This is an optimization exercise on Yosys and OpenROAD, whose aim is small area, a short achievable clock period and few clock cycles per item, not a production implementation.
At most, simulation tests tie the RTL to the original design; equivalence was not proved.

## v30
==> flow/design.v <==
module joinC #(parameter N = 2)(
	input [N - 1 : 0] valid_in,
	output reg  [N - 1 : 0] ready_in,
	output valid_out,
	input ready_out
);
	assign valid_out = &valid_in; 
	reg[N - 1 : 0] singleValid;
	integer i, j;
	always @(*)begin
		for(i = 0; i < N; i = i + 1)begin
			singleValid[i] = 1;
			for(j = 0; j < N; j = j + 1)
				if(i != j)
					singleValid[i] = singleValid[i] & valid_in[j];
		end
		for(i = 0; i < N; i = i + 1)begin
			ready_in[i] = singleValid[i] & ready_out;
		end
	end
endmodule
module OEHB #(parameter INPUTS = 2,
		parameter OUTPUTS = 1,
		parameter DATA_IN_SIZE = 32,
		parameter DATA_OUT_SIZE = 32)
	(
		input clk,
		input rst,
		input [INPUTS * (DATA_IN_SIZE)- 1 : 0]data_in_bus,
		input [INPUTS - 1 : 0]valid_in_bus,
		output [INPUTS - 1 : 0] ready_in_bus,
		output [OUTPUTS * (DATA_OUT_SIZE) - 1 : 0]data_out_bus,
		output reg [OUTPUTS - 1 : 0]valid_out_bus,
		input 	[OUTPUTS - 1 : 0] ready_out_bus
);
	wire reg_en;
	reg [DATA_IN_SIZE - 1 : 0] data_reg;
	always@(posedge clk, posedge rst)
		if(rst)
			valid_out_bus[0] <= 0;
		else
			valid_out_bus[0] <= valid_in_bus[0] | ~ready_in_bus[0];
	always@(posedge clk, posedge rst)
		if(rst)
			data_reg <= 0;
		else if(reg_en)
			data_reg <= data_in_bus[0 * DATA_IN_SIZE +: DATA_IN_SIZE];
	assign data_out_bus[0 * DATA_OUT_SIZE +: DATA_OUT_SIZE] = data_reg;
	assign ready_in_bus[0] = ~valid_out_bus[0] | ready_out_bus[0];
	assign reg_en = ready_in_bus[0] & valid_in_bus[0];
endmodule
module sdiv_op #(parameter INPUTS = 2,
		parameter OUTPUTS = 1,
		parameter DATA_IN_SIZE = 32,
		parameter DATA_OUT_SIZE = 32)
		(
		input clk,
		input rst,
		input [INPUTS * (DATA_IN_SIZE)- 1 : 0]data_in_bus,
		input [INPUTS - 1 : 0]valid_in_bus,
		output [INPUTS - 1 : 0] ready_in_bus,
		output [OUTPUTS * (DATA_OUT_SIZE) - 1 : 0]data_out_bus,
		output [OUTPUTS - 1 : 0]valid_out_bus,
		input [OUTPUTS - 1 : 0] ready_out_bus
);
	localparam K    = 4;                  
	localparam K1   = 3;                  
	localparam NC   = 1 + (31 - K1 + K - 1) / K;   
	localparam CW   = (NC > 8) ? 4 : (NC > 4) ? 3 : (NC > 2) ? 2 : 1;
	localparam DW   = K1 + (NC - 1) * K;  
	function [5:0] clz;
		input [31:0] x;
		integer i;
		begin
			clz = 6'd32;
			for (i = 0; i < 32; i = i + 1)
				if (x[i]) clz = 6'd31 - i;
		end
	endfunction
	function [32:0] add32;
		input [31:0] x, y;
		input        cin;
		reg [31:0] g, p, G, P;
		reg [32:0] cy;
		integer i, l, w;
		begin
			g = x & y;
			p = x ^ y;
			G = g;
			P = p;
			for (l = 0; l < 5; l = l + 1) begin
				w = 1 << l;
				for (i = 31; i >= 0; i = i - 1)
					if (i % (2 * w) == 2 * w - 1) begin
						G[i] = G[i] | (P[i] & G[i - w]);
						P[i] = P[i] & P[i - w];
					end
			end
			for (l = 3; l >= 0; l = l - 1) begin
				w = 1 << l;
				for (i = 31; i >= 0; i = i - 1)
					if (i >= 3 * w - 1 && i % (2 * w) == w - 1) begin
						G[i] = G[i] | (P[i] & G[i - w]);
						P[i] = P[i] & P[i - w];
					end
			end
			cy[0] = cin;
			for (i = 0; i < 32; i = i + 1)
				cy[i + 1] = G[i] | (P[i] & cin);
			add32 = {cy[32], p ^ cy[31:0]};
		end
	endfunction
	reg        sa, sb;
	reg [30:0] ma, mb;
	reg f0, f1;           
	reg rdy0, rdy1;       
	reg          busy;
	reg          fin;     
	reg [CW-1:0] cnt;     
	reg [31:0]   rem;     
	reg [DW-1:0] dq;      
	reg [31:0]   dvs;     
	reg          dsn;     
	reg          neg;     
	reg [31:0] qout;
	reg        qvalid;
	assign ready_in_bus  = {rdy1, rdy0};
	assign data_out_bus  = qout;
	assign valid_out_bus = qvalid;
	wire start    = ~busy & f0 & f1;
	wire [31:0] ax   = {1'b0, ma};            
	wire [31:0] bx   = {1'b0, mb};            
	wire [31:0] amag = ax + sa;
	wire [32:0] adif = {1'b0, amag} + {1'b0, ~bx} + {32'd0, ~sb};    
	wire        dsg  = sa ^ sb;
	wire        sgn1 = dsg & adif[32];
	wire        zq   = dsg & ~adif[32];       
	wire [31:0] dvd  = dsg ? adif[31:0] : amag;
	wire        apow = sa & ~|(ma[30:1] & ~ma[29:0]);    
	wire [6:0]  nb   = {1'b0, clz(bx)} - {1'b0, clz(ax)} + {6'd0, apow} + 7'd1;
	reg [CW-1:0] c1;      
	reg [30:0]   rem0;
	reg [DW-1:0] dq0;
	integer c;
	always @(*) begin
		c1 = NC - 1;
		for (c = NC - 1; c >= 1; c = c - 1)
			if (nb[6] || nb <= K1 + (c - 1) * K)        
				c1 = c - 1;
		rem0 = 31'd0;
		dq0  = {DW{1'b0}};
		for (c = 0; c < NC; c = c + 1)
			if (c1 == c) begin
				rem0 = dvd >> (K1 + c * K);
				dq0  = dvd << (DW - K1 - c * K);
			end
	end
	reg [31:0]   w;
	reg [DW-1:0] d;
	reg [31:0]   bv;
	reg          bs;
	reg          op;
	reg [32:0]   sum;
	integer j;
	always @(*) begin
		w  = rem;
		d  = dq;
		bv = dvs;
		bs = dsn;
		for (j = 0; j < K; j = j + 1) begin
			if (j == K - K1 && !busy) begin
				w  = {1'b0, rem0};
				d  = dq0;
				bv = bx;
				bs = sb;
			end
			op  = ~w[31];
			sum = add32({w[30:0], d[DW-1]}, bv ^ {32{op}}, op ^ bs);
			w   = sum[31:0];
			d   = {d[DW-2:0], ~w[31]};
		end
	end
	wire        last = busy ? ((cnt == 0) | fin) : (c1 == 0);
	wire        sgn  = busy ? neg : sgn1;
	wire [30:0] df   = d[30:0] & {31{busy | ~zq}};
	wire [30:0] qf   = (busy & fin) ? dq[30:0] : df;       
	wire [31:0] res  = {1'b0, qf} ^ {32{sgn}};
	wire take    = start | busy;                   
	wire hold_o  = qvalid & ~ready_out_bus[0];     
	wire busy_n  = (take & ~last) | (take & last & hold_o);
	wire f0_n    = (~f0 | start) ? valid_in_bus[0] : f0;    
	wire f1_n    = (~f1 | start) ? valid_in_bus[1] : f1;
	always @(posedge clk, posedge rst)
		if (rst) begin
			f0 <= 1'b0; f1 <= 1'b0;
			busy <= 1'b0;
			qvalid <= 1'b0;
		end else begin
			f0 <= f0_n; f1 <= f1_n;
			busy <= busy_n;
			qvalid <= hold_o | (take & last);
		end
	always @(posedge clk) begin
		rdy0 <= ~f0_n | (f1_n & ~busy_n);
		rdy1 <= ~f1_n | (f0_n & ~busy_n);
	end
	always @(posedge clk) begin
		if (~f0 | start) begin                       
			sa <= data_in_bus[31];
			ma <= data_in_bus[30:0] ^ {31{data_in_bus[31]}};
		end
		if (~f1 | start) begin                       
			sb <= data_in_bus[63];
			mb <= data_in_bus[62:32] ^ {31{data_in_bus[63]}};
		end
		if (~hold_o) qout <= res;
		if (~busy) begin
			dvs <= bx;
			dsn <= sb;
			neg <= sgn1;
		end
		rem <= w;
		if (~(busy & fin)) dq <= df;    
		fin <= last;
		if (start | busy) cnt <= busy ? cnt - 1'b1 : c1 - 1'b1;
	end
endmodule
==> flow/config.mk <==
export PLATFORM = sky130hd
export DESIGN_NAME = sdiv_op
export DESIGN_NICKNAME = sdiv_op
export VERILOG_FILES = /design/flow/design.v
export SDC_FILE = /design/flow/constraint.sdc
export NUM_CORES = 4
export LEC_CHECK = 0
export CAP_MARGIN = 20
export CORE_MARGIN = 2
export CORE_UTILIZATION = 40
export CTS_CLUSTER_DIAMETER = 100
export CTS_CLUSTER_SIZE = 20
export SLEW_MARGIN = 20
==> flow/constraint.sdc <==
create_clock -name core_clock -period 90.0 [get_ports {clk}]
set_input_delay 18.0000 -clock core_clock [delete_from_list [all_inputs] [get_ports {clk}]]
set_output_delay 18.0000 -clock core_clock [all_outputs]
set_load 0.01 [all_outputs]
standard.sh (not shown) runs the stock make flow with config.mk's settings and CLKGATE_MAP_FILE= SYNTH_SCRIPT=/design/flow/synth_recipe.tcl, a recipe that flattens the netlist after the stock synthesis.
==> flow/flow/run.sh <==
#!/bin/bash
# The standard layout, except that the port buffers are buf_2 cells
# rather than the cell buffer_ports picks by default (clkdlybuf4s50_1).
set -euo pipefail
export BUFFER_PORTS_ARGS="-buffer_cell sky130_fd_sc_hd__buf_2"
bash standard.sh > standard_make.log 2>&1
Input-level comparison between v29 and v30:
diff --git a/flow/design.v b/flow/design.v
--- a/flow/design.v
+++ b/flow/design.v
@@ -131,12 +131,10 @@
 	wire [31:0] ax   = {1'b0, ma};            
 	wire [31:0] bx   = {1'b0, mb};            
 	wire [31:0] amag = ax + sa;
 	wire [32:0] adif = {1'b0, amag} + {1'b0, ~bx} + {32'd0, ~sb};    
-	wire        dsg  = sa ^ sb;
-	wire        sgn1 = dsg & adif[32];
-	wire        zq   = dsg & ~adif[32];       
-	wire [31:0] dvd  = dsg ? adif[31:0] : amag;
+	wire        sgn1 = (sa ^ sb) & adif[32];
+	wire [31:0] dvd  = sgn1 ? adif[31:0] : amag;
 	wire        apow = sa & ~|(ma[30:1] & ~ma[29:0]);    
 	wire [6:0]  nb   = {1'b0, clz(bx)} - {1'b0, clz(ax)} + {6'd0, apow} + 7'd1;
 	reg [CW-1:0] c1;      
 	reg [30:0]   rem0;
@@ -181,10 +179,9 @@
 		end
 	end
 	wire        last = busy ? ((cnt == 0) | fin) : (c1 == 0);
 	wire        sgn  = busy ? neg : sgn1;
-	wire [30:0] df   = d[30:0] & {31{busy | ~zq}};
-	wire [30:0] qf   = (busy & fin) ? dq[30:0] : df;       
+	wire [30:0] qf   = (busy & fin) ? dq[30:0] : d[30:0];    
 	wire [31:0] res  = {1'b0, qf} ^ {32{sgn}};
 	wire take    = start | busy;                   
 	wire hold_o  = qvalid & ~ready_out_bus[0];     
 	wire busy_n  = (take & ~last) | (take & last & hold_o);
@@ -219,9 +216,9 @@
 			dsn <= sb;
 			neg <= sgn1;
 		end
 		rem <= w;
-		if (~(busy & fin)) dq <= df;    
+		if (~(busy & fin)) dq <= d;
 		fin <= last;
 		if (start | busy) cnt <= busy ? cnt - 1'b1 : c1 - 1'b1;
 	end
 endmodule
Findings:
The final layouts of v29 and v30 pass the timing, design-rule and antenna checks.
In v29 the post-synthesis instance area turned out 0.30% higher than in v30.
Worst stage delay on the critical path: v29 < v30
[diff] via count, v29 relative to v30: regression
v29 against v30; routed metal-1 wire length is down by a few percent.
v29 ended with less shortest period the worst path allows than v30.
Changes observed in v29 relative to v30: critical path depth -78; count of clock-buffer cells in the layout now smaller.
Testbench counts of v29, summed over its fixed seeds: cycles 5,387, items 2,400.
The RTL of v30 was laid out without a check of its function.

-- separate check: timing with driven ports --
The results above use ideal ports. As a check the final layouts listed here were re-extracted and re-timed, cells and wires unchanged.
Step 1 sets driving cells, clkbuf_16 on the clock port and buf_2 on the other inputs (assumed; they add their load-dependent delay and slew).
Step 2, shift: input delay + t, output delay - t, t = (earliest + latest rising clock arrival at the registers) / 2. This alone moves slack from input paths to output paths.
Slacks: no drivers / after step 1 / after step 2; pairs: no drivers / after step 1.
run | shift t [ns] | setup slack, ns | hold WS [ns]
v30 | 0.566 | 70.917 / 70.888 / 70.812 | 0.533 / 0.533 / 0.533
v29 | 0.586 | 70.929 / 70.874 / 70.756 | 0.537 / 0.537 / 0.537
After both steps every run listed still meets setup and hold. The setup slack of v29, which loses most, moves by -0.055 ns with the drivers and by -0.173 ns with both steps.
